This is an optimization exercise on Yosys and OpenROAD, whose aim is a short achievable clock period, not a production implementation.
Only simulation tests tie the RTL to the original design; equivalence was not proved.
No run shown here takes its clock network from TritonCTS; it comes from the design's own scripts or RTL.
The clock input has no modelled driver; a real chip could not lean on it and would need a root buffer or a full tree.
No activity file was given, so power comes from the tool's default toggle rates.

$ cat design/flow/flow/post_cts.tcl
# End of ORFS's CTS step: size up the weakest logic cells (drive 0, low-power inverters)
# left by repair_timing, run one more round of timing repair, and legalize again.
foreach inst [get_cells *] {
  set m [get_property $inst ref_name]
  if {[regexp {^sky130_fd_sc_hd__([a-z0-9]+)_0$} $m -> base]} {
    catch { replace_cell $inst sky130_fd_sc_hd__${base}_1 }
  } elseif {[regexp {^sky130_fd_sc_hd__clkinvlp_([0-9]+)$} $m -> n]} {
    catch { replace_cell $inst sky130_fd_sc_hd__inv_$n }
  }
}
estimate_parasitics -placement
repair_timing_helper
detailed_placement
check_placement -verbose
$ cat design/flow/constraint.sdc
create_clock -name core_clock -period 8.0 [get_ports {CLK}]
set_input_delay 1.6000 -clock core_clock [delete_from_list [all_inputs] [get_ports {CLK}]]
set_output_delay 1.6000 -clock core_clock [all_outputs]
set_load 0.01 [all_outputs]
$ cat design/flow/flow/pre_cts.tcl
# Start of ORFS's CTS step.
# 1. Input port buffers: a buf_8 on every input port (the standard flow's rule: every port keeps a
#    buffer); the ports fan out widely and the placement-time buffers are small.
foreach inst [get_cells input*] {
  set m [get_property $inst ref_name]
  if {[string match "sky130_fd_sc_hd__*buf*" $m]} {
    replace_cell $inst sky130_fd_sc_hd__buf_8
  }
}
# 2. Replace TritonCTS by the clock tree of manual_cts.tcl; the rest of the step
#    (legalization, timing repair) runs unchanged.
source $::env(MY_FLOW_DIR)/manual_cts.tcl
rename clock_tree_synthesis tritoncts_clock_tree_synthesis
proc clock_tree_synthesis {args} { manual_cts }
$ cat design/flow/design.v
module alu(OPA, OPB, CIN, INP_VALID, CLK, RST, CMD, CE, MODE, COUT, OFLOW, RES, G, E, L, ERR);
    input [7:0] OPA, OPB;
    input CLK, RST, CE, MODE, CIN;
    input [1:0] INP_VALID;
    input [3:0] CMD;
    output reg [15:0] RES;
    output reg COUT, OFLOW, G, E, L, ERR;
    wire vab = INP_VALID[0] & INP_VALID[1];
    wire va = INP_VALID[0];
    wire vb = INP_VALID[1];
    wire am = CE & MODE;
    wire lm = CE & ~MODE;
    wire d_add = am & vab & (CMD == 4'd0);
    wire d_sub = am & vab & (CMD == 4'd1);
    wire d_addc = am & vab & (CMD == 4'd2);
    wire d_subc = am & vab & (CMD == 4'd3);
    wire d_inca = am & va & (CMD == 4'd4);
    wire d_deca = am & va & (CMD == 4'd5);
    wire d_incb = am & vb & (CMD == 4'd6);
    wire d_decb = am & vb & (CMD == 4'd7);
    wire d_cmp = am & vab & (CMD == 4'd8);
    wire d_sadd = am & vab & (CMD == 4'd11);
    wire d_ssub = am & vab & (CMD == 4'd12);
    wire d_and = lm & vab & (CMD == 4'd0);
    wire d_nand = lm & vab & (CMD == 4'd1);
    wire d_or = lm & vab & (CMD == 4'd2);
    wire d_nor = lm & vab & (CMD == 4'd3);
    wire d_xor = lm & vab & (CMD == 4'd4);
    wire d_xnor = lm & vab & (CMD == 4'd5);
    wire d_nota = lm & va & (CMD == 4'd6);
    wire d_notb = lm & vb & (CMD == 4'd7);
    wire d_shra = lm & va & (CMD == 4'd8);
    wire d_shla = lm & va & (CMD == 4'd9);
    wire d_shrb = lm & vb & (CMD == 4'd10);
    wire d_shlb = lm & vb & (CMD == 4'd11);
    wire d_rol = lm & vab & (CMD == 4'd12);
    wire d_ror = lm & vab & (CMD == 4'd13);
    wire mul_en = am & vab & (CMD[3:2] == 2'b10) & (CMD[1] ^ CMD[0]);
    wire [9:0] y = {2'b00, OPB};
    wire [9:0] xa = {2'b00, OPA};
    wire b0i_y0 = 1'b1, b0i_y1 = y[0], b0i_y2 = y[1];
    wire one0i = b0i_y1 ^ b0i_y0;
    wire e0i = b0i_y2 ^ b0i_y1;
    wire [8:0] row0i_d = {9{b0i_y2}} ^ (one0i ? xa[8:0] : ({9{e0i}} & {xa[7:0], 1'b1}));
    wire b0s_y0 = 1'b0, b0s_y1 = y[0], b0s_y2 = y[1];
    wire one0s = b0s_y1 ^ b0s_y0;
    wire e0s = b0s_y2 ^ b0s_y1;
    wire [8:0] row0s_d = {9{b0s_y2}} ^ (one0s ? xa[8:0] : ({9{e0s}} & {xa[7:0], 1'b0}));
    wire cor0i_d = ~y[1] | y[0];
    wire cor0s_d = y[1];
    wire b1_y0 = y[1], b1_y1 = y[2], b1_y2 = y[3];
    wire one1 = b1_y1 ^ b1_y0;               
    wire e1 = b1_y2 ^ b1_y1;                 
    wire [8:1] row1_d = {8{b1_y2}} ^ (one1 ? xa[8:1] : ({8{e1}} & xa[7:0]));
    wire row1i0_d = b1_y2 ^ (one1 ? xa[0] : e1);
    wire row1s0_d = b1_y2 ^ (one1 & xa[0]);
    wire cor1i_d = (~b1_y2 & (b1_y1 | b1_y0)) | (b1_y2 & b1_y1 & b1_y0);
    wire cor1s_d = b1_y2;
    wire b2_y0 = y[3], b2_y1 = y[4], b2_y2 = y[5];
    wire one2 = b2_y1 ^ b2_y0;               
    wire e2 = b2_y2 ^ b2_y1;                 
    wire [8:1] row2_d = {8{b2_y2}} ^ (one2 ? xa[8:1] : ({8{e2}} & xa[7:0]));
    wire row2i0_d = b2_y2 ^ (one2 ? xa[0] : e2);
    wire row2s0_d = b2_y2 ^ (one2 & xa[0]);
    wire cor2i_d = (~b2_y2 & (b2_y1 | b2_y0)) | (b2_y2 & b2_y1 & b2_y0);
    wire cor2s_d = b2_y2;
    wire b3_y0 = y[5], b3_y1 = y[6], b3_y2 = y[7];
    wire one3 = b3_y1 ^ b3_y0;               
    wire e3 = b3_y2 ^ b3_y1;                 
    wire [8:1] row3_d = {8{b3_y2}} ^ (one3 ? xa[8:1] : ({8{e3}} & xa[7:0]));
    wire row3i0_d = b3_y2 ^ (one3 ? xa[0] : e3);
    wire row3s0_d = b3_y2 ^ (one3 & xa[0]);
    wire cor3i_d = (~b3_y2 & (b3_y1 | b3_y0)) | (b3_y2 & b3_y1 & b3_y0);
    wire cor3s_d = b3_y2;
    wire b4_y0 = y[7], b4_y1 = y[8], b4_y2 = y[9];
    wire one4 = b4_y1 ^ b4_y0;               
    wire e4 = b4_y2 ^ b4_y1;                 
    wire [7:1] row4_d = {7{b4_y2}} ^ (one4 ? xa[7:1] : ({7{e4}} & xa[6:0]));
    wire row4i0_d = b4_y2 ^ (one4 ? xa[0] : e4);
    wire row4s0_d = b4_y2 ^ (one4 & xa[0]);
    wire cor4i_d = (~b4_y2 & (b4_y1 | b4_y0)) | (b4_y2 & b4_y1 & b4_y0);
    wire cor4s_d = b4_y2;
    wire [15:0] rol_d = {OPA, OPA} << OPB[1:0];    
    wire [15:0] ror_d = {OPA, OPA} >> OPB[1:0];
    wire cu_d = CIN & ~CMD[3] & CMD[1] & ~CMD[0];       
    wire cv_d = ~(CIN & ~CMD[3] & CMD[1] & CMD[0]);    
    reg [8:0] row0i_q, row0s_q;
    reg cor0i_q, cor0s_q;
    reg [8:1] row1_q;
    reg row1i0_q, row1s0_q, cor1i_q, cor1s_q;
    reg [8:1] row2_q;
    reg row2i0_q, row2s0_q, cor2i_q, cor2s_q;
    reg [8:1] row3_q;
    reg row3i0_q, row3s0_q, cor3i_q, cor3s_q;
    reg [7:1] row4_q;
    reg row4i0_q, row4s0_q, cor4i_q, cor4s_q;
    reg [3:0] nsgn_q;        
    reg m_inc_q, m_sft_q;
    reg [7:0] a_q, b_q;
    reg [7:0] rol_q, ror_q;    
    reg err1_q;                
    reg [7:0] ug_q, up_q, vg_q, vp_q;
    reg ug0c_q, vg0c_q;
    reg cu_q, cv_q, bmax_cin_q, za_q, zb_q;
    reg q_add;
    reg q_sub;
    reg q_addc;
    reg q_subc;
    reg q_inca;
    reg q_deca;
    reg q_incb;
    reg q_decb;
    reg q_cmp;
    reg q_sadd;
    reg q_ssub;
    reg q_and;
    reg q_nand;
    reg q_or;
    reg q_nor;
    reg q_xor;
    reg q_xnor;
    reg q_nota;
    reg q_notb;
    reg q_shra;
    reg q_shla;
    reg q_shrb;
    reg q_shlb;
    reg q_rol;
    reg q_ror;
    always @(posedge CLK) begin
        row0i_q <= row0i_d; row0s_q <= row0s_d;
        cor0i_q <= cor0i_d; cor0s_q <= cor0s_d;
        row1_q <= row1_d;
        row1i0_q <= row1i0_d; row1s0_q <= row1s0_d;
        cor1i_q <= cor1i_d; cor1s_q <= cor1s_d;
        row2_q <= row2_d;
        row2i0_q <= row2i0_d; row2s0_q <= row2s0_d;
        cor2i_q <= cor2i_d; cor2s_q <= cor2s_d;
        row3_q <= row3_d;
        row3i0_q <= row3i0_d; row3s0_q <= row3s0_d;
        cor3i_q <= cor3i_d; cor3s_q <= cor3s_d;
        row4_q <= row4_d;
        row4i0_q <= row4i0_d; row4s0_q <= row4s0_d;
        cor4i_q <= cor4i_d; cor4s_q <= cor4s_d;
        nsgn_q <= ~{OPB[7], OPB[5], OPB[3], OPB[1]};
        m_inc_q <= mul_en & CMD[0];
        m_sft_q <= mul_en & ~CMD[0];
        a_q <= OPA;
        rol_q <= rol_d[15:8];
        ror_q <= ror_d[7:0];
        err1_q <= (d_rol | d_ror) & (|OPB[7:3]);
        ug_q <= OPA & OPB;
        up_q <= OPA ^ OPB;
        vg_q <= OPA & ~OPB;
        vp_q <= ~(OPA ^ OPB);
        ug0c_q <= (OPA[0] & OPB[0]) | ((OPA[0] ^ OPB[0]) & cu_d);
        vg0c_q <= (OPA[0] & ~OPB[0]) | (~(OPA[0] ^ OPB[0]) & cv_d);
        b_q <= OPB;
        cu_q <= cu_d;
        cv_q <= cv_d;
        bmax_cin_q <= CIN & (&OPB);
        za_q <= (OPA == 8'd0);
        zb_q <= (OPB == 8'd0);
        q_add <= d_add;
        q_sub <= d_sub;
        q_addc <= d_addc;
        q_subc <= d_subc;
        q_inca <= d_inca;
        q_deca <= d_deca;
        q_incb <= d_incb;
        q_decb <= d_decb;
        q_cmp <= d_cmp;
        q_sadd <= d_sadd;
        q_ssub <= d_ssub;
        q_and <= d_and;
        q_nand <= d_nand;
        q_or <= d_or;
        q_nor <= d_nor;
        q_xor <= d_xor;
        q_xnor <= d_xnor;
        q_nota <= d_nota;
        q_notb <= d_notb;
        q_shra <= d_shra;
        q_shla <= d_shla;
        q_shrb <= d_shrb;
        q_shlb <= d_shlb;
        q_rol <= d_rol;
        q_ror <= d_ror;
    end
    wire u_G0_1 = ug_q[1] | (up_q[1] & ug0c_q);
    wire u_G0_2 = ug_q[2] | (up_q[2] & ug_q[1]);
    wire u_P0_2 = up_q[2] & up_q[1];
    wire u_G0_3 = ug_q[3] | (up_q[3] & ug_q[2]);
    wire u_P0_3 = up_q[3] & up_q[2];
    wire u_G0_4 = ug_q[4] | (up_q[4] & ug_q[3]);
    wire u_P0_4 = up_q[4] & up_q[3];
    wire u_G0_5 = ug_q[5] | (up_q[5] & ug_q[4]);
    wire u_P0_5 = up_q[5] & up_q[4];
    wire u_G0_6 = ug_q[6] | (up_q[6] & ug_q[5]);
    wire u_P0_6 = up_q[6] & up_q[5];
    wire u_G0_7 = ug_q[7] | (up_q[7] & ug_q[6]);
    wire u_P0_7 = up_q[7] & up_q[6];
    wire u_G1_2 = u_G0_2 | (u_P0_2 & ug0c_q);
    wire u_G1_3 = u_G0_3 | (u_P0_3 & u_G0_1);
    wire u_G1_4 = u_G0_4 | (u_P0_4 & u_G0_2);
    wire u_P1_4 = u_P0_4 & u_P0_2;
    wire u_G1_5 = u_G0_5 | (u_P0_5 & u_G0_3);
    wire u_P1_5 = u_P0_5 & u_P0_3;
    wire u_G1_6 = u_G0_6 | (u_P0_6 & u_G0_4);
    wire u_P1_6 = u_P0_6 & u_P0_4;
    wire u_G1_7 = u_G0_7 | (u_P0_7 & u_G0_5);
    wire u_P1_7 = u_P0_7 & u_P0_5;
    wire u_G2_4 = u_G1_4 | (u_P1_4 & ug0c_q);
    wire u_G2_5 = u_G1_5 | (u_P1_5 & u_G0_1);
    wire u_G2_6 = u_G1_6 | (u_P1_6 & u_G1_2);
    wire u_G2_7 = u_G1_7 | (u_P1_7 & u_G1_3);
    wire v_G0_1 = vg_q[1] | (vp_q[1] & vg0c_q);
    wire v_G0_2 = vg_q[2] | (vp_q[2] & vg_q[1]);
    wire v_P0_2 = vp_q[2] & vp_q[1];
    wire v_G0_3 = vg_q[3] | (vp_q[3] & vg_q[2]);
    wire v_P0_3 = vp_q[3] & vp_q[2];
    wire v_G0_4 = vg_q[4] | (vp_q[4] & vg_q[3]);
    wire v_P0_4 = vp_q[4] & vp_q[3];
    wire v_G0_5 = vg_q[5] | (vp_q[5] & vg_q[4]);
    wire v_P0_5 = vp_q[5] & vp_q[4];
    wire v_G0_6 = vg_q[6] | (vp_q[6] & vg_q[5]);
    wire v_P0_6 = vp_q[6] & vp_q[5];
    wire v_G0_7 = vg_q[7] | (vp_q[7] & vg_q[6]);
    wire v_P0_7 = vp_q[7] & vp_q[6];
    wire v_G1_2 = v_G0_2 | (v_P0_2 & vg0c_q);
    wire v_G1_3 = v_G0_3 | (v_P0_3 & v_G0_1);
    wire v_G1_4 = v_G0_4 | (v_P0_4 & v_G0_2);
    wire v_P1_4 = v_P0_4 & v_P0_2;
    wire v_G1_5 = v_G0_5 | (v_P0_5 & v_G0_3);
    wire v_P1_5 = v_P0_5 & v_P0_3;
    wire v_G1_6 = v_G0_6 | (v_P0_6 & v_G0_4);
    wire v_P1_6 = v_P0_6 & v_P0_4;
    wire v_G1_7 = v_G0_7 | (v_P0_7 & v_G0_5);
    wire v_P1_7 = v_P0_7 & v_P0_5;
    wire v_G2_4 = v_G1_4 | (v_P1_4 & vg0c_q);
    wire v_G2_5 = v_G1_5 | (v_P1_5 & v_G0_1);
    wire v_G2_6 = v_G1_6 | (v_P1_6 & v_G1_2);
    wire v_G2_7 = v_G1_7 | (v_P1_7 & v_G1_3);
    wire [7:0] su = {(up_q[7] ^ u_G2_6), (up_q[6] ^ u_G2_5), (up_q[5] ^ u_G2_4), (up_q[4] ^ u_G1_3), (up_q[3] ^ u_G1_2), (up_q[2] ^ u_G0_1), (up_q[1] ^ ug0c_q), (up_q[0] ^ cu_q)};
    wire cu8 = u_G2_7;
    wire [7:0] sv = {(vp_q[7] ^ v_G2_6), (vp_q[6] ^ v_G2_5), (vp_q[5] ^ v_G2_4), (vp_q[4] ^ v_G1_3), (vp_q[3] ^ v_G1_2), (vp_q[2] ^ v_G0_1), (vp_q[1] ^ vg0c_q), (vp_q[0] ^ cv_q)};
    wire cv8 = v_G2_7;
    wire [7:0] ia = a_q + 8'd1;
    wire [7:0] da = a_q - 8'd1;
    wire [7:0] ib = b_q + 8'd1;
    wire [7:0] db = b_q - 8'd1;
    wire s8a = up_q[7] ^ cu8;      
    wire s8s = vp_q[7] ^ cv8;      
    wire eq = &vp_q;
    wire zsa = ~(|su) & ~s8a;
    wire zss = ~(|sv) & ~s8s;
    wire berr = |b_q[7:3];
    wire [7:0] rol8 = b_q[2] ? {rol_q[3:0], rol_q[7:4]} : rol_q;
    wire [7:0] ror8 = b_q[2] ? {ror_q[3:0], ror_q[7:4]} : ror_q;
    wire [7:0] lo8 =
          ({8{q_add | q_addc | q_sadd}} & su)
        | ({8{q_sub | q_subc | q_ssub}} & sv)
        | ({8{q_inca}} & ia) | ({8{q_deca}} & da) | ({8{q_incb}} & ib) | ({8{q_decb}} & db)
        | ({8{q_and}} & (a_q & b_q)) | ({8{q_nand}} & ~(a_q & b_q))
        | ({8{q_or}} & (a_q | b_q)) | ({8{q_nor}} & ~(a_q | b_q))
        | ({8{q_xor}} & (a_q ^ b_q)) | ({8{q_xnor}} & ~(a_q ^ b_q))
        | ({8{q_nota}} & ~a_q) | ({8{q_notb}} & ~b_q)
        | ({8{q_shra}} & {1'b0, a_q[7:1]}) | ({8{q_shla}} & {a_q[6:0], 1'b0})
        | ({8{q_shrb}} & {1'b0, b_q[7:1]}) | ({8{q_shlb}} & {b_q[6:0], 1'b0})
        | ({8{q_rol & ~berr}} & rol8) | ({8{q_ror & ~berr}} & ror8);
    wire hi = (q_sadd & s8a) | (q_ssub & s8s);
    wire [15:0] other = {{8{hi}}, lo8};
    wire cout_d = ((q_add | q_addc) & cu8) | (q_sadd & s8a) | (q_ssub & s8s);
    wire oflow_d = (q_sub & ~cv8) | (q_subc & ~cv8 & ~bmax_cin_q)
        | (q_deca & za_q) | (q_decb & zb_q)
        | (q_sadd & ~up_q[7] & (su[7] ^ ug_q[7]))      
        | (q_ssub & ~vp_q[7] & (sv[7] ^ vg_q[7]));     
    wire g_d = (q_cmp & cv8 & ~eq) | (q_sadd & ~s8a & ~zsa) | (q_ssub & ~s8s & ~zss);
    wire e_d = (q_cmp & eq) | (q_sadd & zsa) | (q_ssub & zss);
    wire l_d = (q_cmp & ~cv8) | (q_sadd & s8a) | (q_ssub & s8s);
    wire err_d = err1_q;
    wire t0s = row0i_q[6] ^ row1_q[4];
    wire t0c = row0i_q[6] & row1_q[4];
    wire t1s = row0i_q[7] ^ row1_q[5];
    wire t1c = row0i_q[7] & row1_q[5];
    wire t2s = row0i_q[8] ^ row1_q[6] ^ row2_q[4];
    wire t2c = (row0i_q[8] & row1_q[6]) | (row0i_q[8] & row2_q[4]) | (row1_q[6] & row2_q[4]);
    wire t3s = row3_q[2] ^ row4i0_q;
    wire t3c = row3_q[2] & row4i0_q;
    wire t4s = row1_q[7] ^ row2_q[5] ^ row3_q[3];
    wire t4c = (row1_q[7] & row2_q[5]) | (row1_q[7] & row3_q[3]) | (row2_q[5] & row3_q[3]);
    wire t5s = row4_q[1] ^ ~nsgn_q[0];
    wire t5c = row4_q[1] & ~nsgn_q[0];
    wire t6s = row1_q[8] ^ row2_q[6] ^ row3_q[4];
    wire t6c = (row1_q[8] & row2_q[6]) | (row1_q[8] & row3_q[4]) | (row2_q[6] & row3_q[4]);
    wire t7s = row4_q[2] ^ ~nsgn_q[0];
    wire t7c = row4_q[2] & ~nsgn_q[0];
    wire t8s = row2_q[7] ^ row3_q[5] ^ row4_q[3];
    wire t8c = (row2_q[7] & row3_q[5]) | (row2_q[7] & row4_q[3]) | (row3_q[5] & row4_q[3]);
    wire t9s = nsgn_q[1] ^ nsgn_q[0];
    wire t9c = nsgn_q[1] & nsgn_q[0];
    wire t10s = row2_q[8] ^ row3_q[6] ^ row4_q[4];
    wire t10c = (row2_q[8] & row3_q[6]) | (row2_q[8] & row4_q[4]) | (row3_q[6] & row4_q[4]);
    wire t11s = row0i_q[4] ^ row1_q[2];
    wire t11c = row0i_q[4] & row1_q[2];
    wire t12s = row0i_q[5] ^ row1_q[3];
    wire t12c = row0i_q[5] & row1_q[3];
    wire t13s = t0s ^ row2_q[2] ^ row3i0_q;
    wire t13c = (t0s & row2_q[2]) | (t0s & row3i0_q) | (row2_q[2] & row3i0_q);
    wire t14s = t0c ^ t1s ^ row2_q[3];
    wire t14c = (t0c & t1s) | (t0c & row2_q[3]) | (t1s & row2_q[3]);
    wire t15s = t1c ^ t2s ^ t3s;
    wire t15c = (t1c & t2s) | (t1c & t3s) | (t2s & t3s);
    wire t16s = t2c ^ t3c ^ t4s;
    wire t16c = (t2c & t3c) | (t2c & t4s) | (t3c & t4s);
    wire t17s = t4c ^ t5c ^ t6s;
    wire t17c = (t4c & t5c) | (t4c & t6s) | (t5c & t6s);
    wire t18s = t6c ^ t7c ^ t8s;
    wire t18c = (t6c & t7c) | (t6c & t8s) | (t7c & t8s);
    wire t19s = t8c ^ t9c ^ t10s;
    wire t19c = (t8c & t9c) | (t8c & t10s) | (t9c & t10s);
    wire t20s = t10c ^ row3_q[7] ^ row4_q[5];
    wire t20c = (t10c & row3_q[7]) | (t10c & row4_q[5]) | (row3_q[7] & row4_q[5]);
    wire t21s = row3_q[8] ^ row4_q[6];
    wire t21c = row3_q[8] & row4_q[6];
    wire t22s = row0i_q[2] ^ row1i0_q;
    wire t22c = row0i_q[2] & row1i0_q;
    wire t23s = row0i_q[3] ^ row1_q[1];
    wire t23c = row0i_q[3] & row1_q[1];
    wire t24s = t11s ^ row2i0_q ^ cor2i_q;
    wire t24c = (t11s & row2i0_q) | (t11s & cor2i_q) | (row2i0_q & cor2i_q);
    wire t25s = t11c ^ t12s ^ row2_q[1];
    wire t25c = (t11c & t12s) | (t11c & row2_q[1]) | (t12s & row2_q[1]);
    wire t26s = t12c ^ t13s ^ cor3i_q;
    wire t26c = (t12c & t13s) | (t12c & cor3i_q) | (t13s & cor3i_q);
    wire t27s = t13c ^ t14s ^ row3_q[1];
    wire t27c = (t13c & t14s) | (t13c & row3_q[1]) | (t14s & row3_q[1]);
    wire t28s = t14c ^ t15s ^ cor4i_q;
    wire t28c = (t14c & t15s) | (t14c & cor4i_q) | (t15s & cor4i_q);
    wire t29s = t15c ^ t16s ^ t5s;
    wire t29c = (t15c & t16s) | (t15c & t5s) | (t16s & t5s);
    wire t30s = t16c ^ t17s ^ t7s;
    wire t30c = (t16c & t17s) | (t16c & t7s) | (t17s & t7s);
    wire t31s = t17c ^ t18s ^ t9s;
    wire t31c = (t17c & t18s) | (t17c & t9s) | (t18s & t9s);
    wire t32s = t18c ^ t19s ^ 1'b1;
    wire t32c = (t18c & t19s) | (t18c & 1'b1) | (t19s & 1'b1);
    wire t33s = t19c ^ t20s ^ nsgn_q[2];
    wire t33c = (t19c & t20s) | (t19c & nsgn_q[2]) | (t20s & nsgn_q[2]);
    wire t34s = t20c ^ t21s ^ 1'b1;
    wire t34c = (t20c & t21s) | (t20c & 1'b1) | (t21s & 1'b1);
    wire t35s = t21c ^ row4_q[7] ^ nsgn_q[3];
    wire t35c = (t21c & row4_q[7]) | (t21c & nsgn_q[3]) | (row4_q[7] & nsgn_q[3]);
    wire t36s = row0s_q[6] ^ row1_q[4];
    wire t36c = row0s_q[6] & row1_q[4];
    wire t37s = row0s_q[7] ^ row1_q[5];
    wire t37c = row0s_q[7] & row1_q[5];
    wire t38s = row0s_q[8] ^ row1_q[6] ^ row2_q[4];
    wire t38c = (row0s_q[8] & row1_q[6]) | (row0s_q[8] & row2_q[4]) | (row1_q[6] & row2_q[4]);
    wire t39s = row3_q[2] ^ row4s0_q;
    wire t39c = row3_q[2] & row4s0_q;
    wire t40s = row1_q[7] ^ row2_q[5] ^ row3_q[3];
    wire t40c = (row1_q[7] & row2_q[5]) | (row1_q[7] & row3_q[3]) | (row2_q[5] & row3_q[3]);
    wire t41s = row4_q[1] ^ ~nsgn_q[0];
    wire t41c = row4_q[1] & ~nsgn_q[0];
    wire t42s = row1_q[8] ^ row2_q[6] ^ row3_q[4];
    wire t42c = (row1_q[8] & row2_q[6]) | (row1_q[8] & row3_q[4]) | (row2_q[6] & row3_q[4]);
    wire t43s = row4_q[2] ^ ~nsgn_q[0];
    wire t43c = row4_q[2] & ~nsgn_q[0];
    wire t44s = row2_q[7] ^ row3_q[5] ^ row4_q[3];
    wire t44c = (row2_q[7] & row3_q[5]) | (row2_q[7] & row4_q[3]) | (row3_q[5] & row4_q[3]);
    wire t45s = nsgn_q[1] ^ nsgn_q[0];
    wire t45c = nsgn_q[1] & nsgn_q[0];
    wire t46s = row2_q[8] ^ row3_q[6] ^ row4_q[4];
    wire t46c = (row2_q[8] & row3_q[6]) | (row2_q[8] & row4_q[4]) | (row3_q[6] & row4_q[4]);
    wire t47s = row0s_q[4] ^ row1_q[2];
    wire t47c = row0s_q[4] & row1_q[2];
    wire t48s = row0s_q[5] ^ row1_q[3];
    wire t48c = row0s_q[5] & row1_q[3];
    wire t49s = t36s ^ row2_q[2] ^ row3s0_q;
    wire t49c = (t36s & row2_q[2]) | (t36s & row3s0_q) | (row2_q[2] & row3s0_q);
    wire t50s = t36c ^ t37s ^ row2_q[3];
    wire t50c = (t36c & t37s) | (t36c & row2_q[3]) | (t37s & row2_q[3]);
    wire t51s = t37c ^ t38s ^ t39s;
    wire t51c = (t37c & t38s) | (t37c & t39s) | (t38s & t39s);
    wire t52s = t38c ^ t39c ^ t40s;
    wire t52c = (t38c & t39c) | (t38c & t40s) | (t39c & t40s);
    wire t53s = t40c ^ t41c ^ t42s;
    wire t53c = (t40c & t41c) | (t40c & t42s) | (t41c & t42s);
    wire t54s = t42c ^ t43c ^ t44s;
    wire t54c = (t42c & t43c) | (t42c & t44s) | (t43c & t44s);
    wire t55s = t44c ^ t45c ^ t46s;
    wire t55c = (t44c & t45c) | (t44c & t46s) | (t45c & t46s);
    wire t56s = t46c ^ row3_q[7] ^ row4_q[5];
    wire t56c = (t46c & row3_q[7]) | (t46c & row4_q[5]) | (row3_q[7] & row4_q[5]);
    wire t57s = row3_q[8] ^ row4_q[6];
    wire t57c = row3_q[8] & row4_q[6];
    wire t58s = row0s_q[2] ^ row1s0_q;
    wire t58c = row0s_q[2] & row1s0_q;
    wire t59s = row0s_q[3] ^ row1_q[1];
    wire t59c = row0s_q[3] & row1_q[1];
    wire t60s = t47s ^ row2s0_q ^ cor2s_q;
    wire t60c = (t47s & row2s0_q) | (t47s & cor2s_q) | (row2s0_q & cor2s_q);
    wire t61s = t47c ^ t48s ^ row2_q[1];
    wire t61c = (t47c & t48s) | (t47c & row2_q[1]) | (t48s & row2_q[1]);
    wire t62s = t48c ^ t49s ^ cor3s_q;
    wire t62c = (t48c & t49s) | (t48c & cor3s_q) | (t49s & cor3s_q);
    wire t63s = t49c ^ t50s ^ row3_q[1];
    wire t63c = (t49c & t50s) | (t49c & row3_q[1]) | (t50s & row3_q[1]);
    wire t64s = t50c ^ t51s ^ cor4s_q;
    wire t64c = (t50c & t51s) | (t50c & cor4s_q) | (t51s & cor4s_q);
    wire t65s = t51c ^ t52s ^ t41s;
    wire t65c = (t51c & t52s) | (t51c & t41s) | (t52s & t41s);
    wire t66s = t52c ^ t53s ^ t43s;
    wire t66c = (t52c & t53s) | (t52c & t43s) | (t53s & t43s);
    wire t67s = t53c ^ t54s ^ t45s;
    wire t67c = (t53c & t54s) | (t53c & t45s) | (t54s & t45s);
    wire t68s = t54c ^ t55s ^ 1'b1;
    wire t68c = (t54c & t55s) | (t54c & 1'b1) | (t55s & 1'b1);
    wire t69s = t55c ^ t56s ^ nsgn_q[2];
    wire t69c = (t55c & t56s) | (t55c & nsgn_q[2]) | (t56s & nsgn_q[2]);
    wire t70s = t56c ^ t57s ^ 1'b1;
    wire t70c = (t56c & t57s) | (t56c & 1'b1) | (t57s & 1'b1);
    wire f_g0 = ((row0i_q[0] & m_inc_q) | (1'b0 & m_sft_q)) & ((cor0i_q & m_inc_q) | (1'b0 & m_sft_q));
    wire f_p0 = ((row0i_q[0] & m_inc_q) | (1'b0 & m_sft_q)) ^ ((cor0i_q & m_inc_q) | (1'b0 & m_sft_q));
    wire f_g1 = ((row0i_q[1] & m_inc_q) | (row0s_q[0] & m_sft_q)) & ((1'b0 & m_inc_q) | (cor0s_q & m_sft_q));
    wire f_p1 = ((row0i_q[1] & m_inc_q) | (row0s_q[0] & m_sft_q)) ^ ((1'b0 & m_inc_q) | (cor0s_q & m_sft_q));
    wire f_g2 = ((t22s & m_inc_q) | (row0s_q[1] & m_sft_q)) & ((cor1i_q & m_inc_q) | (1'b0 & m_sft_q));
    wire f_p2 = ((t22s & m_inc_q) | (row0s_q[1] & m_sft_q)) ^ ((cor1i_q & m_inc_q) | (1'b0 & m_sft_q));
    wire f_g3 = ((t22c & m_inc_q) | (t58s & m_sft_q)) & ((t23s & m_inc_q) | (cor1s_q & m_sft_q));
    wire f_p3 = ((t22c & m_inc_q) | (t58s & m_sft_q)) ^ ((t23s & m_inc_q) | (cor1s_q & m_sft_q));
    wire f_g4 = ((t23c & m_inc_q) | (t58c & m_sft_q)) & ((t24s & m_inc_q) | (t59s & m_sft_q));
    wire f_p4 = ((t23c & m_inc_q) | (t58c & m_sft_q)) ^ ((t24s & m_inc_q) | (t59s & m_sft_q));
    wire f_g5 = ((t24c & m_inc_q) | (t59c & m_sft_q)) & ((t25s & m_inc_q) | (t60s & m_sft_q));
    wire f_p5 = ((t24c & m_inc_q) | (t59c & m_sft_q)) ^ ((t25s & m_inc_q) | (t60s & m_sft_q));
    wire f_g6 = ((t25c & m_inc_q) | (t60c & m_sft_q)) & ((t26s & m_inc_q) | (t61s & m_sft_q));
    wire f_p6 = ((t25c & m_inc_q) | (t60c & m_sft_q)) ^ ((t26s & m_inc_q) | (t61s & m_sft_q));
    wire f_g7 = ((t26c & m_inc_q) | (t61c & m_sft_q)) & ((t27s & m_inc_q) | (t62s & m_sft_q));
    wire f_p7 = ((t26c & m_inc_q) | (t61c & m_sft_q)) ^ ((t27s & m_inc_q) | (t62s & m_sft_q));
    wire f_g8 = ((t27c & m_inc_q) | (t62c & m_sft_q)) & ((t28s & m_inc_q) | (t63s & m_sft_q));
    wire f_p8 = ((t27c & m_inc_q) | (t62c & m_sft_q)) ^ ((t28s & m_inc_q) | (t63s & m_sft_q));
    wire f_g9 = ((t28c & m_inc_q) | (t63c & m_sft_q)) & ((t29s & m_inc_q) | (t64s & m_sft_q));
    wire f_p9 = ((t28c & m_inc_q) | (t63c & m_sft_q)) ^ ((t29s & m_inc_q) | (t64s & m_sft_q));
    wire f_g10 = ((t29c & m_inc_q) | (t64c & m_sft_q)) & ((t30s & m_inc_q) | (t65s & m_sft_q));
    wire f_p10 = ((t29c & m_inc_q) | (t64c & m_sft_q)) ^ ((t30s & m_inc_q) | (t65s & m_sft_q));
    wire f_g11 = ((t30c & m_inc_q) | (t65c & m_sft_q)) & ((t31s & m_inc_q) | (t66s & m_sft_q));
    wire f_p11 = ((t30c & m_inc_q) | (t65c & m_sft_q)) ^ ((t31s & m_inc_q) | (t66s & m_sft_q));
    wire f_g12 = ((t31c & m_inc_q) | (t66c & m_sft_q)) & ((t32s & m_inc_q) | (t67s & m_sft_q));
    wire f_p12 = ((t31c & m_inc_q) | (t66c & m_sft_q)) ^ ((t32s & m_inc_q) | (t67s & m_sft_q));
    wire f_g13 = ((t32c & m_inc_q) | (t67c & m_sft_q)) & ((t33s & m_inc_q) | (t68s & m_sft_q));
    wire f_p13 = ((t32c & m_inc_q) | (t67c & m_sft_q)) ^ ((t33s & m_inc_q) | (t68s & m_sft_q));
    wire f_g14 = ((t33c & m_inc_q) | (t68c & m_sft_q)) & ((t34s & m_inc_q) | (t69s & m_sft_q));
    wire f_p14 = ((t33c & m_inc_q) | (t68c & m_sft_q)) ^ ((t34s & m_inc_q) | (t69s & m_sft_q));
    wire f_g15 = ((t34c & m_inc_q) | (t69c & m_sft_q)) & ((t35s & m_inc_q) | (t70s & m_sft_q));
    wire f_p15 = ((t34c & m_inc_q) | (t69c & m_sft_q)) ^ ((t35s & m_inc_q) | (t70s & m_sft_q));
    wire f_G0_1 = f_g1 | (f_p1 & f_g0);
    wire f_G0_2 = f_g2 | (f_p2 & f_g1);
    wire f_P0_2 = f_p2 & f_p1;
    wire f_G0_3 = f_g3 | (f_p3 & f_g2);
    wire f_P0_3 = f_p3 & f_p2;
    wire f_G0_4 = f_g4 | (f_p4 & f_g3);
    wire f_P0_4 = f_p4 & f_p3;
    wire f_G0_5 = f_g5 | (f_p5 & f_g4);
    wire f_P0_5 = f_p5 & f_p4;
    wire f_G0_6 = f_g6 | (f_p6 & f_g5);
    wire f_P0_6 = f_p6 & f_p5;
    wire f_G0_7 = f_g7 | (f_p7 & f_g6);
    wire f_P0_7 = f_p7 & f_p6;
    wire f_G0_8 = f_g8 | (f_p8 & f_g7);
    wire f_P0_8 = f_p8 & f_p7;
    wire f_G0_9 = f_g9 | (f_p9 & f_g8);
    wire f_P0_9 = f_p9 & f_p8;
    wire f_G0_10 = f_g10 | (f_p10 & f_g9);
    wire f_P0_10 = f_p10 & f_p9;
    wire f_G0_11 = f_g11 | (f_p11 & f_g10);
    wire f_P0_11 = f_p11 & f_p10;
    wire f_G0_12 = f_g12 | (f_p12 & f_g11);
    wire f_P0_12 = f_p12 & f_p11;
    wire f_G0_13 = f_g13 | (f_p13 & f_g12);
    wire f_P0_13 = f_p13 & f_p12;
    wire f_G0_14 = f_g14 | (f_p14 & f_g13);
    wire f_P0_14 = f_p14 & f_p13;
    wire f_G0_15 = f_g15 | (f_p15 & f_g14);
    wire f_P0_15 = f_p15 & f_p14;
    wire f_G1_2 = f_G0_2 | (f_P0_2 & f_g0);
    wire f_G1_3 = f_G0_3 | (f_P0_3 & f_G0_1);
    wire f_G1_4 = f_G0_4 | (f_P0_4 & f_G0_2);
    wire f_P1_4 = f_P0_4 & f_P0_2;
    wire f_G1_5 = f_G0_5 | (f_P0_5 & f_G0_3);
    wire f_P1_5 = f_P0_5 & f_P0_3;
    wire f_G1_6 = f_G0_6 | (f_P0_6 & f_G0_4);
    wire f_P1_6 = f_P0_6 & f_P0_4;
    wire f_G1_7 = f_G0_7 | (f_P0_7 & f_G0_5);
    wire f_P1_7 = f_P0_7 & f_P0_5;
    wire f_G1_8 = f_G0_8 | (f_P0_8 & f_G0_6);
    wire f_P1_8 = f_P0_8 & f_P0_6;
    wire f_G1_9 = f_G0_9 | (f_P0_9 & f_G0_7);
    wire f_P1_9 = f_P0_9 & f_P0_7;
    wire f_G1_10 = f_G0_10 | (f_P0_10 & f_G0_8);
    wire f_P1_10 = f_P0_10 & f_P0_8;
    wire f_G1_11 = f_G0_11 | (f_P0_11 & f_G0_9);
    wire f_P1_11 = f_P0_11 & f_P0_9;
    wire f_G1_12 = f_G0_12 | (f_P0_12 & f_G0_10);
    wire f_P1_12 = f_P0_12 & f_P0_10;
    wire f_G1_13 = f_G0_13 | (f_P0_13 & f_G0_11);
    wire f_P1_13 = f_P0_13 & f_P0_11;
    wire f_G1_14 = f_G0_14 | (f_P0_14 & f_G0_12);
    wire f_P1_14 = f_P0_14 & f_P0_12;
    wire f_G1_15 = f_G0_15 | (f_P0_15 & f_G0_13);
    wire f_P1_15 = f_P0_15 & f_P0_13;
    wire f_G2_4 = f_G1_4 | (f_P1_4 & f_g0);
    wire f_G2_5 = f_G1_5 | (f_P1_5 & f_G0_1);
    wire f_G2_6 = f_G1_6 | (f_P1_6 & f_G1_2);
    wire f_G2_7 = f_G1_7 | (f_P1_7 & f_G1_3);
    wire f_G2_8 = f_G1_8 | (f_P1_8 & f_G1_4);
    wire f_P2_8 = f_P1_8 & f_P1_4;
    wire f_G2_9 = f_G1_9 | (f_P1_9 & f_G1_5);
    wire f_P2_9 = f_P1_9 & f_P1_5;
    wire f_G2_10 = f_G1_10 | (f_P1_10 & f_G1_6);
    wire f_P2_10 = f_P1_10 & f_P1_6;
    wire f_G2_11 = f_G1_11 | (f_P1_11 & f_G1_7);
    wire f_P2_11 = f_P1_11 & f_P1_7;
    wire f_G2_12 = f_G1_12 | (f_P1_12 & f_G1_8);
    wire f_P2_12 = f_P1_12 & f_P1_8;
    wire f_G2_13 = f_G1_13 | (f_P1_13 & f_G1_9);
    wire f_P2_13 = f_P1_13 & f_P1_9;
    wire f_G2_14 = f_G1_14 | (f_P1_14 & f_G1_10);
    wire f_P2_14 = f_P1_14 & f_P1_10;
    wire f_G2_15 = f_G1_15 | (f_P1_15 & f_G1_11);
    wire f_P2_15 = f_P1_15 & f_P1_11;
    wire f_G3_8 = f_G2_8 | (f_P2_8 & f_g0);
    wire f_G3_9 = f_G2_9 | (f_P2_9 & f_G0_1);
    wire f_G3_10 = f_G2_10 | (f_P2_10 & f_G1_2);
    wire f_G3_11 = f_G2_11 | (f_P2_11 & f_G1_3);
    wire f_G3_12 = f_G2_12 | (f_P2_12 & f_G2_4);
    wire f_G3_13 = f_G2_13 | (f_P2_13 & f_G2_5);
    wire f_G3_14 = f_G2_14 | (f_P2_14 & f_G2_6);
    wire f_G3_15 = f_G2_15 | (f_P2_15 & f_G2_7);
    wire [15:0] res_d = {((f_p15 | other[15]) ^ f_G3_14), ((f_p14 | other[14]) ^ f_G3_13), ((f_p13 | other[13]) ^ f_G3_12), ((f_p12 | other[12]) ^ f_G3_11), ((f_p11 | other[11]) ^ f_G3_10), ((f_p10 | other[10]) ^ f_G3_9), ((f_p9 | other[9]) ^ f_G3_8), ((f_p8 | other[8]) ^ f_G2_7), ((f_p7 | other[7]) ^ f_G2_6), ((f_p6 | other[6]) ^ f_G2_5), ((f_p5 | other[5]) ^ f_G2_4), ((f_p4 | other[4]) ^ f_G1_3), ((f_p3 | other[3]) ^ f_G1_2), ((f_p2 | other[2]) ^ f_G0_1), ((f_p1 | other[1]) ^ f_g0), ((f_p0 | other[0]) ^ 1'b0)};
    always @(posedge CLK or posedge RST) begin
        if (RST) begin
            RES <= 16'd0;
            COUT <= 1'b0; OFLOW <= 1'b0; G <= 1'b0; E <= 1'b0; L <= 1'b0; ERR <= 1'b0;
        end
        else begin
            RES <= res_d;
            COUT <= cout_d; OFLOW <= oflow_d; G <= g_d; E <= e_d; L <= l_d; ERR <= err_d;
        end
    end
endmodule
$ cat design/flow/config.mk
export PLATFORM = sky130hd
export DESIGN_NAME = alu
export DESIGN_NICKNAME = alu
export VERILOG_FILES = /design/flow/design.v
export SDC_FILE = /design/flow/constraint.sdc
export NUM_CORES = 4
export LEC_CHECK = 0
export CAP_MARGIN = 20
export CORE_MARGIN = 2
export CORE_UTILIZATION = 40
export SLEW_MARGIN = 20
$ cat design/flow/standard.sh
#!/bin/bash
# synth_recipe.tcl (not shown) runs the flow's synth.tcl, then flattens the netlist and writes it again
# the make line also repeats each setting of config.mk as NAME=value (left out here)
make -C /OpenROAD-flow-scripts/flow DESIGN_CONFIG=/design/flow/config.mk WORK_HOME=/design/flow/orfs CLKGATE_MAP_FILE= SYNTH_SCRIPT=/design/flow/synth_recipe.tcl "${@:-finish}"
$ cat design/flow/flow/run.sh
#!/bin/bash
# Standard ORFS flow (the standard.sh) with:
#  - the standard flow's synthesis script wrapped so that ABC uses flow/abc_speed.script, and no
#    full-adder cell extraction;
#  - input port buffers resized and a hand-built two-level clock tree
#    (flow/pre_cts.tcl, flow/manual_cts.tcl) in place of TritonCTS;
#  - after CTS, drive-0 and low-power cells sized up and one more timing repair
#    (flow/post_cts.tcl);
#  - repair_timing aiming well below the 8 ns constraint.
W=$(pwd)
export MY_FLOW_DIR=$W/flow
export MY_ABC_SCRIPT=$W/flow/abc_speed.script
export FLOW_SYNTH_TCL=$W/synth_recipe.tcl
export MCTS_NROOT=4
export MCTS_NLEAF=2
bash standard.sh SYNTH_SCRIPT=$W/flow/my_synth.tcl ADDER_MAP_FILE= ABC_CLOCK_PERIOD_IN_PS=1000 \
  PRE_CTS_TCL=$W/flow/pre_cts.tcl POST_CTS_TCL=$W/flow/post_cts.tcl SETUP_SLACK_MARGIN=5.65 finish > flow_make.log 2>&1
$ cat design/flow/flow/abc_speed.script
strash
&get -n
&st
&if -g -K 6
&syn2
&if -g -K 6
&put
dch
map {D}
buffer
upsize {D}
dnsize {D}
stime -p
$ cat design/flow/flow/manual_cts.tcl
proc mcts_split {items key} {
  set s [lsort -real -index $key $items]
  set h [expr {[llength $s] / 2}]
  return [list [lrange $s 0 [expr {$h - 1}]] [lrange $s $h end]]
}
proc mcts_groups {items n} {
  set groups [list $items]
  set key 1
  while {[llength $groups] < $n} {
    set ng {}
    foreach g $groups { lappend ng {*}[mcts_split $g $key] }
    set groups $ng
    set key [expr {$key == 1 ? 2 : 1}]
  }
  return $groups
}
proc mcts_center {g} {
  set sx 0; set sy 0
  foreach e $g { set sx [expr {$sx + [lindex $e 1]}]; set sy [expr {$sy + [lindex $e 2]}] }
  return [list [expr {int($sx / [llength $g])}] [expr {int($sy / [llength $g])}]]
}
proc mcts_buffer {block master name innet g} {
  lassign [mcts_center $g] cx cy
  set inst [odb::dbInst_create $block $master $name]
  set net [odb::dbNet_create $block "${name}_net"]
  $net setSigType CLOCK
  [$inst findITerm A] connect $innet
  [$inst findITerm X] connect $net
  foreach e $g { set it [lindex $e 0]; $it disconnect; $it connect $net }
  $inst setLocation $cx $cy
  $inst setPlacementStatus PLACED
  return [list [$inst findITerm A] $cx $cy]
}
proc manual_cts {args} {
  set nroot [expr {[info exists ::env(MCTS_NROOT)] ? $::env(MCTS_NROOT) : 4}]
  set nleaf [expr {[info exists ::env(MCTS_NLEAF)] ? $::env(MCTS_NLEAF) : 1}]
  set block [ord::get_db_block]
  set master [[ord::get_db] findMaster sky130_fd_sc_hd__clkbuf_16]
  set clknet [[$block findBTerm CLK] getNet]
  set items {}
  foreach it [$clknet getITerms] {
    set b [[$it getInst] getBBox]
    lappend items [list $it [expr {([$b xMin] + [$b xMax]) / 2}] [expr {([$b yMin] + [$b yMax]) / 2}]]
  }
  puts "manual_cts: [llength $items] sinks, $nroot root buffers, $nleaf leaf buffers each"
  set r 0
  foreach g [mcts_groups $items $nroot] {
    if {$nleaf > 1} {
      # leaf buffers first, on the clock port's net; then the root buffer takes them over
      set leaves {}
      set l 0
      foreach lg [mcts_groups $g $nleaf] {
        lappend leaves [mcts_buffer $block $master "clkbuf_m_${r}_$l" $clknet $lg]
        puts "manual_cts: leaf $r.$l drives [llength $lg] sinks"
        incr l
      }
      mcts_buffer $block $master "clkbuf_m_$r" $clknet $leaves
    } else {
      mcts_buffer $block $master "clkbuf_m_$r" $clknet $g
      puts "manual_cts: root $r drives [llength $g] sinks"
    }
    incr r
  }
}
$ cat design/flow/flow/my_synth.tcl
# The standard flow's synthesis script (synth_recipe.tcl), with Yosys's abc pass given our own ABC
# script: SOP balancing before a delay-driven standard-cell map.
proc abc {args} {
  set i [lsearch -exact $args -script]
  if {$i >= 0} { lset args [expr {$i + 1}] $::env(MY_ABC_SCRIPT) }
  yosys abc {*}$args
}
source $::env(FLOW_SYNTH_TCL)
==> results of run 1 <==
==> registers in the layout (all words and copies together), names as in the netlist, 4 cells and up <==
signal and cells:
RES 16, row0i_q 9, row0s_q 9, a_q 8, rol_q 8, ror_q 8
row1_q 8, row2_q 8, row3_q 8, up_q 8, vp_q 8, b_q 7
row4_q 7, ug_q 7, vg_q 7, nsgn_q 4
==> cell families (layout without fill, tap and decap cells) <==
logic type / count (synthesis) / count (layout) / share of synthesized area
flip-flops: 184 / 184 / 0.317
buffers and inverters: 233 / 414 / 0.0770
AND/OR/NAND/NOR: 959 / 960 / 0.364
AO/OA/AOI/OAI: 403 / 403 / 0.221
XOR/XNOR: 28 / 28 / 0.0211
multiplexers: 1 / 1 / 0.000836
==> layout by cell type, fill, tap and decap left out, types with 19 or more instances in the layout <==
cell / count
o22ai_1: 22
o21ai_1: 89
nand4_1: 83
nor2_2: 29
nand3_1: 149
dfxtp_2: 21
nor2_1: 148
buf_12: 23
clkbuf_2: 22
nor3_1: 19
inv_1: 139
nand3_2: 27
dfxtp_1: 118
buf_8: 21
nor2_4: 33
xor2_1: 19
dfrtp_1: 22
nand2_2: 48
buf_4: 110
dfxtp_4: 23
buf_6: 34
a21oi_1: 81
nand2_1: 334
==> path summary, 6_finish.rpt <==
kind	startpoint	endpoint	cells after the start
min	err1_q	ERR	0
max	RES[13]	RES[13]	1
min in group asynchronous	RST	RES[9]	3
min reg2reg	err1_q	ERR	0
max in group asynchronous	RST	OFLOW	3
max reg2reg	row2_q[2]	RES[14]	13
==> final cells by class <==
class | count | area share
flip-flops and latches | 184 | 0.234
inverters | 180 | 0.0490
multi-input cells | 1392 | 0.527
repair buffers | 219 | 0.142
repair inverters | 3 | 0.000825
plain buffers | 12 | 0.0180
well taps | 390 | 0.0292
==> metrics by stage <==
stage               worst slack (ns)  instances   util  total power [mW]  cell area (µm²)
finish                          5.57       2380  0.565              2.43            16700
floorplan                       5.57       1808      -              1.49            12200
detailed placement              4.13       2201  0.435              1.66            12900
global placement                4.21       2201  0.435              1.65            12900
global route                    5.53       2380  0.565              2.54            16700
==> per-layer routing <==
layer / vias up / GRT usage
met5: - / 0
met2: 707 / 0.478
met4: 0 / 0.0906
li1: 6727 / -
met3: 120 / 0.0524
met1: 6690 / 0.407
==> worst reg2reg max path, stage by stage, from the launching register on <==
cell	delay, ns
dfxtp_4	0.40
buf_8	0.16
buf_4	0.13
o21a_1	0.19
a31oi_2	0.20
nand4_1	0.17
nand3_4	0.18
buf_4	0.13
o2bb2ai_2	0.11
a2bb2oi_2	0.09
a31oi_4	0.27
o21ai_1	0.11
nand2_1	0.08
nand2_1	0.05
==> power groups by stage <==
stage / clock [mW] / sequential, mW / combinational, mW
after global routing: 0.600 / 1.07 / 0.876
final: 0.560 / 1.06 / 0.810
after detailed placement: 0 / 1.07 / 0.584
after global placement: 0 / 1.07 / 0.575
after floorplan: 0 / 1.04 / 0.445
==> results.sh, run 1 <==
export IMPL_holdWs_ns=0.338
export IMPL_p_per_area_nw_per_um2=146
export IMPL_crit_path_start_kind="flip-flop"
export IMPL_leakage_nw=7.19
export IMPL_crit_fanout=1
export IMPL_n_antenna_cell=0
export IMPL_grt_usage=0.298
export IMPL_period_share=0.303
export IMPL_reg2reg_slack_ns=5.63
export IMPL_grt_pass1_wl_mm=73.7
export IMPL_syn_inst=1808
export IMPL_met2_wirelength_mm=21.6
export IMPL_switching_power_mw=0.870
export IMPL_ant_nets=0
export IMPL_routed_top_layer="met4"
export IMPL_cp_cell_sequence="clkbuf_2"
export IMPL_hold_violations=0
export IMPL_start_util=0.405
export IMPL_portBuffers=48
export IMPL_netlist_area_um2=12000
export IMPL_p_seq_frac=0.437
export IMPL_p_int_mw=1.56
export IMPL_yosys_area_top_type="dfxtp_1"
export IMPL_io_pins=49
export IMPL_fp_dieW_um=177
export IMPL_finalSetupViolCount=0
export IMPL_clkPwrFrac=0.230
export IMPL_grt_setup_unrepaired="true"
export IMPL_drv_slew=0
export IMPL_path_buf_inv=1
export IMPL_drt_met1_wl_mm=20.3
export IMPL_dp_hpwl_mm=32.7
export IMPL_synth_area_leaders="dfxtp_1, nand2_1, nand3_1, nor2_1, inv_1"
export IMPL_drive_gt1_frac=0.312
export IMPL_wl_per_cell_um=20.3
export IMPL_synthArstFlopShare=0.120
export IMPL_cp_arrival_ns=0.83
export IMPL_worstSkewPairLatency_ns=0.30
export IMPL_grt_overflow_total=0
export IMPL_critPathCaptureType="primary output"
export IMPL_synth_edf_count=0
export IMPL_seqCellArea_um2=3910
export IMPL_grt_antenna_before_repair=0
export IMPL_hp_class="reg -> reg"
export IMPL_critical_path_top_delay_family="flip-flops"
export IMPL_skew_ns=0.0227
export IMPL_yosysMostFrequentCell="nand2_1"
export IMPL_synthFlopType="dfxtp_1"
export IMPL_yosysWarnings=1
export IMPL_relSlewSlack=0.611
export IMPL_fp_coreArea_um2=29600
export IMPL_power_frac_comb=0.333
export IMPL_area_delta_synth_final_pct=39.4
export IMPL_route_detailed_drc=0
export IMPL_worst_endpoint_required_ns=6.40
export IMPL_critPathMaxStageDelay_ns=0.40
export IMPL_max_freq_ghz=0.412
export IMPL_swShare=0.358
export IMPL_ys_seq_elements=184
export IMPL_avgSynthCellArea_um2=6.62
export IMPL_fin_nets=2019
export IMPL_worstMarginPinSlew_ns=0.583
export IMPL_routed_wl_mm=48.3
export IMPL_slowest_stage="dfrtp_1"
export IMPL_yosys_top_cells_count="nand2_1, nor2_1, nand3_1"
export IMPL_grt_max_degree=28
export IMPL_period_needed_ns=2.43
export IMPL_ir_drop_mv=0.141
export IMPL_path_class="reg -> out"
export IMPL_row_count=63
export IMPL_path_clk_slew_ns=0.10
export IMPL_fill_cells=2668
export IMPL_drt_iter0_drc=1507
export IMPL_synth_cell_types=77
export IMPL_grt_pass1_vias=13300
export IMPL_vias=14200
export IMPL_gp_congestion=0.962
export IMPL_timing_setup_tns_ns=0
export IMPL_synth_fp_nets=1835
export IMPL_die_area_um2=31300
export IMPL_outcome="complete, no violations"
export IMPL_drt_vias_per_instance=5.98
export IMPL_ys_seq_area_frac=0.317
export IMPL_multi_input_comb_area_um2=8790
export IMPL_max_cap_violations=0
export IMPL_wl_met3_mm=4.65
export IMPL_die_h_um=177
export IMPL_drt_pre_antenna_iters=6
export IMPL_synth_top_area_frac=0.271
==> run 2, diff against run 1 <==
==> design/flow/flow/run.sh (replaced) <==
#!/bin/bash
# Standard ORFS flow (the standard.sh) with:
#  - the standard flow's synthesis script wrapped so that ABC uses flow/abc_speed.script, and no
#    full-adder cell extraction;
#  - input port buffers resized and a hand-built clock tree of buf_16/buf_12 buffers
#    (flow/pre_cts.tcl, flow/manual_cts.tcl) in place of TritonCTS;
#  - after CTS, drive-0 and low-power cells sized up and one more timing repair
#    (flow/post_cts.tcl);
#  - repair_timing aiming well below the 8 ns constraint.
W=$(pwd)
export MY_FLOW_DIR=$W/flow
export MY_ABC_SCRIPT=$W/flow/abc_speed.script
export FLOW_SYNTH_TCL=$W/synth_recipe.tcl
export MCTS_NROOT=4
export MCTS_NLEAF=2
export MCTS_ROOT_CELL=sky130_fd_sc_hd__buf_16
export MCTS_LEAF_CELL=sky130_fd_sc_hd__buf_12
bash standard.sh SYNTH_SCRIPT=$W/flow/my_synth.tcl ADDER_MAP_FILE= ABC_CLOCK_PERIOD_IN_PS=1000 \
  PRE_CTS_TCL=$W/flow/pre_cts.tcl POST_CTS_TCL=$W/flow/post_cts.tcl SETUP_SLACK_MARGIN=5.65 finish > flow_make.log 2>&1
--- a/design/flow/flow/manual_cts.tcl
+++ b/design/flow/flow/manual_cts.tcl
@@ -35,7 +35,10 @@
   set nroot [expr {[info exists ::env(MCTS_NROOT)] ? $::env(MCTS_NROOT) : 4}]
   set nleaf [expr {[info exists ::env(MCTS_NLEAF)] ? $::env(MCTS_NLEAF) : 1}]
   set block [ord::get_db_block]
-  set master [[ord::get_db] findMaster sky130_fd_sc_hd__clkbuf_16]
+  set rcell [expr {[info exists ::env(MCTS_ROOT_CELL)] ? $::env(MCTS_ROOT_CELL) : "sky130_fd_sc_hd__clkbuf_16"}]
+  set lcell [expr {[info exists ::env(MCTS_LEAF_CELL)] ? $::env(MCTS_LEAF_CELL) : "sky130_fd_sc_hd__clkbuf_16"}]
+  set master [[ord::get_db] findMaster $rcell]
+  set lmaster [[ord::get_db] findMaster $lcell]
   set clknet [[$block findBTerm CLK] getNet]
   set items {}
   foreach it [$clknet getITerms] {
@@ -50,7 +53,7 @@
       set leaves {}
       set l 0
       foreach lg [mcts_groups $g $nleaf] {
-        lappend leaves [mcts_buffer $block $master "clkbuf_m_${r}_$l" $clknet $lg]
+        lappend leaves [mcts_buffer $block $lmaster "clkbuf_m_${r}_$l" $clknet $lg]
         puts "manual_cts: leaf $r.$l drives [llength $lg] sinks"
         incr l
       }
==> run 2 against run 1 <==
  * Still clean on timing, DRC and antenna
  * Sequential share of layout area rose by 0.21 points
  * Die area did not move
  * Final cell count fell by 0.13%
  * Clock power rose by 0.7%
  * Worst hold slack improved by 0.0041 ns
  * Wire length fell by 0.33%
  * Critical path depth did not move
  * Sequential power barely moved
  * Via count rose by 0.50%
  * Register-to-register slack barely moved
  * Global-route usage fell by 0.11 points
  * Flip-flop and latch count did not move
  * Largest cell class unchanged
  * Largest power group unchanged
==> results.sh, run 2 <==
export IMPL_grt_antenna_before_repair=0
export IMPL_skew_ns=0.0231
export IMPL_synthSimpleGateAreaFrac=0.364
export IMPL_top_usage_layer="met2"
export IMPL_synth_xor_area_frac=0.0211
export IMPL_fp_dieW_um=177
export IMPL_grt_usage=0.297
export IMPL_final_common_cell="nand2_1"
export IMPL_avgSynthCellArea_um2=6.62
export IMPL_grtUsageMet2=0.467
export IMPL_grt_overflow_total=0
export IMPL_crit_fanout=1
export IMPL_period_needed_ns=2.39
export IMPL_place_area_um2=12900
export IMPL_yosysMostFrequentCell="nand2_1"
export IMPL_grt_max_degree=28
export IMPL_routed_wl_mm=48.1
export IMPL_synth_edf_count=0
export IMPL_yosysWarnings=1
export IMPL_synth_area_leaders="dfxtp_1, nand2_1, nand3_1, nor2_1, inv_1"
export IMPL_max_cap_violations=0
export IMPL_synthAdderAreaFrac=0
export IMPL_area_delta_synth_final_pct=38.2
export IMPL_gp_congestion=0.962
export IMPL_route_detailed_drc=0
export IMPL_wl_per_cell_um=20.2
export IMPL_critical_path_top_delay_family="flip-flops"
export IMPL_p_per_area_nw_per_um2=147
export IMPL_netlist_area_um2=12000
export IMPL_fin_nets=2016
export IMPL_worstMarginPinSlew_ns=0.580
export IMPL_syn_inst=1808
export IMPL_path_clk_slew_ns=0.11
export IMPL_grtUsageMet3=0.0320
export IMPL_start_util=0.405
export IMPL_timing_setup_tns_ns=0
export IMPL_holdWs_ns=0.343
export IMPL_ant_nets=0
export IMPL_grt_pass1_vias=13300
export IMPL_leakage_nw=7.15
export IMPL_worstSkewPairLatency_ns=0.25
export IMPL_synthFlopType="dfxtp_1"
export IMPL_synth_cell_types=77
export IMPL_hold_violations=0
export IMPL_ys_seq_area_frac=0.317
export IMPL_drv_slew=0
export IMPL_synth_compound_area_share=0.221
export IMPL_finalSetupViolCount=0
export IMPL_critPathMaxStageDelay_ns=0.41
export IMPL_worst_r2r_path_depth=11
export IMPL_holdPathStages=0
export IMPL_drt_iter0_drc=1629
export IMPL_fill_cells=2708
export IMPL_synth_top_family_by_area="simple AND/OR/NAND/NOR gates"
export IMPL_grt_setup_unrepaired="true"
export IMPL_crit_path_start_kind="flip-flop"
export IMPL_relSlewSlack=0.612
export IMPL_portBuffers=48
export IMPL_vias=14300
export IMPL_slowest_stage="dfrtp_1"
export IMPL_die_h_um=177
export IMPL_period_share=0.299
export IMPL_yosys_area_top_type="dfxtp_1"
export IMPL_synthArstFlopShare=0.120
export IMPL_cp_arrival_ns=0.79
export IMPL_worst_endpoint_required_ns=6.40
export IMPL_max_freq_ghz=0.418
export IMPL_ir_drop_mv=0.145
export IMPL_path_class="reg -> out"
export IMPL_cp_cell_sequence="clkbuf_2"
export IMPL_critPathCaptureType="primary output"
export IMPL_row_count=63
export IMPL_dp_hpwl_mm=32.7
export IMPL_largest_reg_flops=16
export IMPL_ys_seq_elements=184
export IMPL_path_buf_inv=1
export IMPL_synth_mux_area_frac=0.000836
export IMPL_reg_top3="RES: 16 flops, row0i_q: 9 flops, row0s_q: 9 flops"
export IMPL_die_area_um2=31300
export IMPL_layout_common_cells="nand2_1, nor2_1, nand3_1"
export IMPL_hp_class="reg -> reg"
export IMPL_fp_coreArea_um2=29600
export IMPL_use_met1=0.417
export IMPL_drt_vias_per_instance=6.02
export IMPL_cp_num_cells=1
export IMPL_synth_fp_nets=1835
export IMPL_top_register="RES"
export IMPL_outcome="complete, no violations"
export IMPL_grt_pass1_wl_mm=73.5
export IMPL_stdcell_area_um2=16500
export IMPL_io_pins=49
export IMPL_synth_top_area_frac=0.271
export IMPL_drive_gt1_frac=0.314
export IMPL_yosys_top_cells_count="nand2_1, nor2_1, nand3_1"
export IMPL_drt_pre_antenna_iters=6
export IMPL_n_antenna_cell=0
==> run 2: power breakdown <==
part           total [mW]  internal [mW]  switching, mW  leakage, nW
Sequential           1.06          0.981         0.0792         1.66
Combinational       0.807          0.308          0.499         5.37
Clock               0.564          0.270          0.294        0.126
==> run 2: stage by stage <==
step                utilization  setup slack, ns  total power, mW  instances
floorplan                     -             5.57             1.49       1808
global placement          0.435             4.21             1.65       2201
detailed placement        0.435             4.13             1.66       2201
global route              0.560             5.54             2.54       2377
finish                    0.560             5.61             2.43       2377
==> run 2: cells by family (layout without fill, tap and decap cells) <==
kind of cell              Yosys count  after routing
DFF                               184            184
muxes                               1              1
and+or+nand+nor                   959            960
xor gates and xnor gates           28             28
buffers and inverters             233            411
AOI/OAI and AO/OA                 403            403
==> run 2: final cells by class <==
type | count | area [µm²] | share of cell area
buffer | 12 | 270 | 0.0163
inverter | 180 | 797 | 0.0482
multi-input combinational | 1392 | 8780 | 0.531
sequential | 184 | 3910 | 0.236
tap | 390 | 488 | 0.0295
timing repair buffer | 216 | 2280 | 0.138
timing repair inverter | 3 | 13.8 | 0.000832
==> run 2: path summary, 6_finish.rpt <==
kind | slack (ns) | startpoint | endpoint
min | 0.34 | err1_q | ERR
min in group asynchronous | 1.40 | RST | RES[8]
max | 5.61 | RES[13] | RES[13]
max reg2reg | 5.64 | row3_q[2] | RES[13]
min reg2reg | 0.34 | err1_q | ERR
max in group asynchronous | 6.29 | RST | G
==> run 2: metal layers <==
layer / wire, µm / part of all wire
met5: 0 / 0
met1: 20500 / 0.42
met3: 4440 / 0.092
met2: 21200 / 0.44
met4: 2070 / 0.043
==> run 3, diff against run 2 <==
==> design/flow/flow/abc_speed.script (replaced) <==
strash
&get -n
&st
&if -g -K 6
&syn2
&if -g -K 6
&put
dch -f
map {D}
buffer
upsize {D}
dnsize {D}
stime -p
==> run 3 against run 2 <==
  * Still clean on timing, DRC and antenna
  * Global-route usage rose by 3.8 points
  * Sequential power barely moved
  * Clock power rose by 2%
  * Total power rose by 3.2%
==> results.sh, run 3 <==
export IMPL_syn_inst=1842
export IMPL_cp_cell_sequence="clkbuf_2"
export IMPL_routed_wl_mm=55.4
export IMPL_critPathMaxStageDelay_ns=0.43
export IMPL_p_per_area_nw_per_um2=144
export IMPL_yosys_top_cells_count="nand2_1, nand3_1, nor2_1"
export IMPL_path_buf_inv=1
export IMPL_skew_ns=0.0285
export IMPL_grt_usage=0.334
export IMPL_yosys_area_top_type="dfxtp_1"
export IMPL_critPathCaptureType="primary output"
export IMPL_io_pins=49
export IMPL_crit_path_start_kind="flip-flop"
export IMPL_slowest_stage="dfrtp_1"
export IMPL_vias=15300
export IMPL_ant_nets=0
export IMPL_synth_cell_types=68
export IMPL_grt_pass1_vias=14000
export IMPL_fp_coreArea_um2=29800
export IMPL_portBuffers=48
export IMPL_hold_violations=0
export IMPL_start_util=0.408
export IMPL_fill_cells=2605
export IMPL_area_delta_synth_final_pct=43.2
export IMPL_hp_class="reg -> reg"
export IMPL_period_share=0.305
export IMPL_worstMarginPinSlew_ns=0.631
export IMPL_p_int_mw=1.58
export IMPL_n_antenna_cell=0
export IMPL_synth_fp_nets=1869
export IMPL_avgSynthCellArea_um2=6.60
export IMPL_top_register="RES"
export IMPL_drive_gt1_frac=0.333
export IMPL_total_power_mw=2.51
export IMPL_grt_pass1_wl_mm=82.1
export IMPL_drt_pre_antenna_iters=5
export IMPL_fp_dieW_um=178
export IMPL_layout_common_cells="nand2_1, nand3_1, inv_1, buf_4, nor2_1"
export IMPL_grt_setup_unrepaired="true"
export IMPL_worst_endpoint_required_ns=6.40
export IMPL_drt_vias_per_instance=6.21
export IMPL_synth_area_leaders="dfxtp_1, nand2_1, nand3_1, nor2_1, inv_1"
export IMPL_ir_drop_mv=0.131
export IMPL_outcome="complete, no violations"
export IMPL_yosysWarnings=1
export IMPL_max_cap_violations=0
export IMPL_route_detailed_drc=0
export IMPL_reg_top3="RES: 16 flops, row0i_q: 9 flops, row0s_q: 9 flops"
export IMPL_ys_seq_elements=184
export IMPL_timing_setup_tns_ns=0
export IMPL_p_seq_frac=0.429
export IMPL_wl_per_cell_um=22.5
export IMPL_crit_fanout=1
export IMPL_critical_path_top_delay_family="flip-flops"
export IMPL_power_frac_comb=0.342
export IMPL_cp_startpoint="OFLOW"
export IMPL_grt_antenna_before_repair=1
export IMPL_worstSkewPairLatency_ns=0.26
export IMPL_synth_top_area_frac=0.267
export IMPL_path_class="reg -> out"
export IMPL_drt_iter0_drc=1741
export IMPL_die_area_um2=31800
export IMPL_finalSetupViolCount=0
export IMPL_period_needed_ns=2.44
export IMPL_grt_max_degree=24
export IMPL_path_clk_slew_ns=0.12
export IMPL_max_freq_ghz=0.410
export IMPL_multi_input_comb_area_um2=9140
export IMPL_switching_power_mw=0.930
export IMPL_die_h_um=178
export IMPL_synthFlopType="dfxtp_1"
export IMPL_dp_hpwl_mm=36.4
export IMPL_seqCellArea_um2=3900
export IMPL_largest_reg_flops=16
export IMPL_drv_slew=0
export IMPL_final_common_cell="nand2_1"
export IMPL_grt_overflow_total=0
export IMPL_leakage_nw=7.49
export IMPL_synth_edf_count=0
export IMPL_fin_nets=2102
export IMPL_min_delay_start="err1_q"
export IMPL_netlist_area_um2=12200
export IMPL_yosysMostFrequentCell="nand2_1"
export IMPL_regToRegStartpoint="row1_q[4]"
export IMPL_synthArstFlopShare=0.120
export IMPL_ys_seq_area_frac=0.312
export IMPL_row_count=63
export IMPL_clkPwrFrac=0.230
export IMPL_swShare=0.371
export IMPL_relSlewSlack=0.578
export IMPL_gp_congestion=0.963
export IMPL_cp_arrival_ns=0.84
## run 3: cell types whose count changed in the layout (fill, tap and decap cells not counted), moves of 8 or more
cell      before  now
nor2_1       153  127
buf_12        27   36
a21oi_2       17   26
nor3_1        19   10
buf_4        106  138
nand4_1       83   96
nand3_1      147  174
buf_8         23   15
o211ai_1       6   15
nand2_2       50   35
## run 3: path summary, 6_finish.rpt
kind                           end  slack, ns  depth (start not counted)
max                          OFLOW       5.56                          1
min                            ERR       0.44                          0
max reg2reg                RES[15]       5.62                         13
min reg2reg                    ERR       0.44                          0
max in group asynchronous   RES[0]       6.48                          2
min in group asynchronous   RES[9]       1.27                          2
## run 3: through the flow
stage          worst slack [ns]  instances  cell area [µm²]  hold slack, ns   util
2_1_floorplan              5.57       1842            12200           0.316      -
3_3_place_gp               4.33       2239            13000           0.448  0.437
3_5_place_dp               4.28       2239            13000           0.424  0.437
5_1_grt                    5.49       2463            17400           0.437  0.584
6_report                   5.56       2463            17400           0.441  0.584
## run 3: cell type report
| class | count | share of cell area |
|---|---|---|
| repair inverters | 8 | 0.00345 |
| plain buffers | 12 | 0.0155 |
| inverters | 182 | 0.0485 |
| repair buffers | 257 | 0.156 |
| multi-input cells | 1430 | 0.525 |
| flip-flops and latches | 184 | 0.224 |
| well taps | 390 | 0.0280 |
## run 3: cell families (layout without fill, tap and decap cells)
kind of cell | Yosys count | in the layout | share of synthesized area
AO/OA/AOI/OAI | 431 | 431 | 0.230
XOR/XNOR | 26 | 26 | 0.0187
buffers and inverters | 229 | 459 | 0.0738
flip-flops | 184 | 184 | 0.312
AND/OR/NAND/NOR | 972 | 973 | 0.366
## run 3: power groups by stage
stage / Combinational (mW) / Clock (mW) / Sequential (mW)
3_5_place_dp: 0.575 / 0 / 1.08
2_1_floorplan: 0.436 / 0 / 1.03
6_report: 0.857 / 0.577 / 1.08
5_1_grt: 0.919 / 0.607 / 1.08
3_3_place_gp: 0.567 / 0 / 1.08
## run 3: metal layers
metal  GRT usage  wire length, µm  vias up
li1            -                -     7001
met1       0.475            23600     7226
met2       0.518            24000      868
met3      0.0347             5070      188
met4       0.133             2710        0
met5           0                0        -

-- port drivers added, routing unchanged --
The flow's constraints put no driver on any port. The routed layouts listed below were extracted and timed again, unchanged, in two steps. Step 1, drivers: a clkbuf_16 drives CLK and a buf_2 each remaining input, both assumed. Step 2 moves the port delays by t, midway between the first and last clock arrival at a register: inputs arrive t later, outputs are due t later. That takes back most of the time a late clock gives input paths. a / b / c = no drivers / after step 1 / after step 2; a / b = the first two.
| run | t, ns | setup slack, ns | worst setup path after step 2 | worst register clock-pin slew, ns |
|---|---|---|---|---|
| run 1 | 0.391 | 5.575 / 5.470 / 5.339 | input to register | 0.10 / 0.10 |
| run 2 | 0.361 | 5.606 / 5.487 / 5.410 | input to register | 0.11 / 0.11 |
| run 3 | 0.372 | 5.563 / 5.437 / 5.356 | input to register | 0.12 / 0.12 |
After both steps every run listed still meets setup and hold. The setup slack of run 1, which loses most, moves by -0.105 ns with the drivers and by -0.236 ns with both steps.
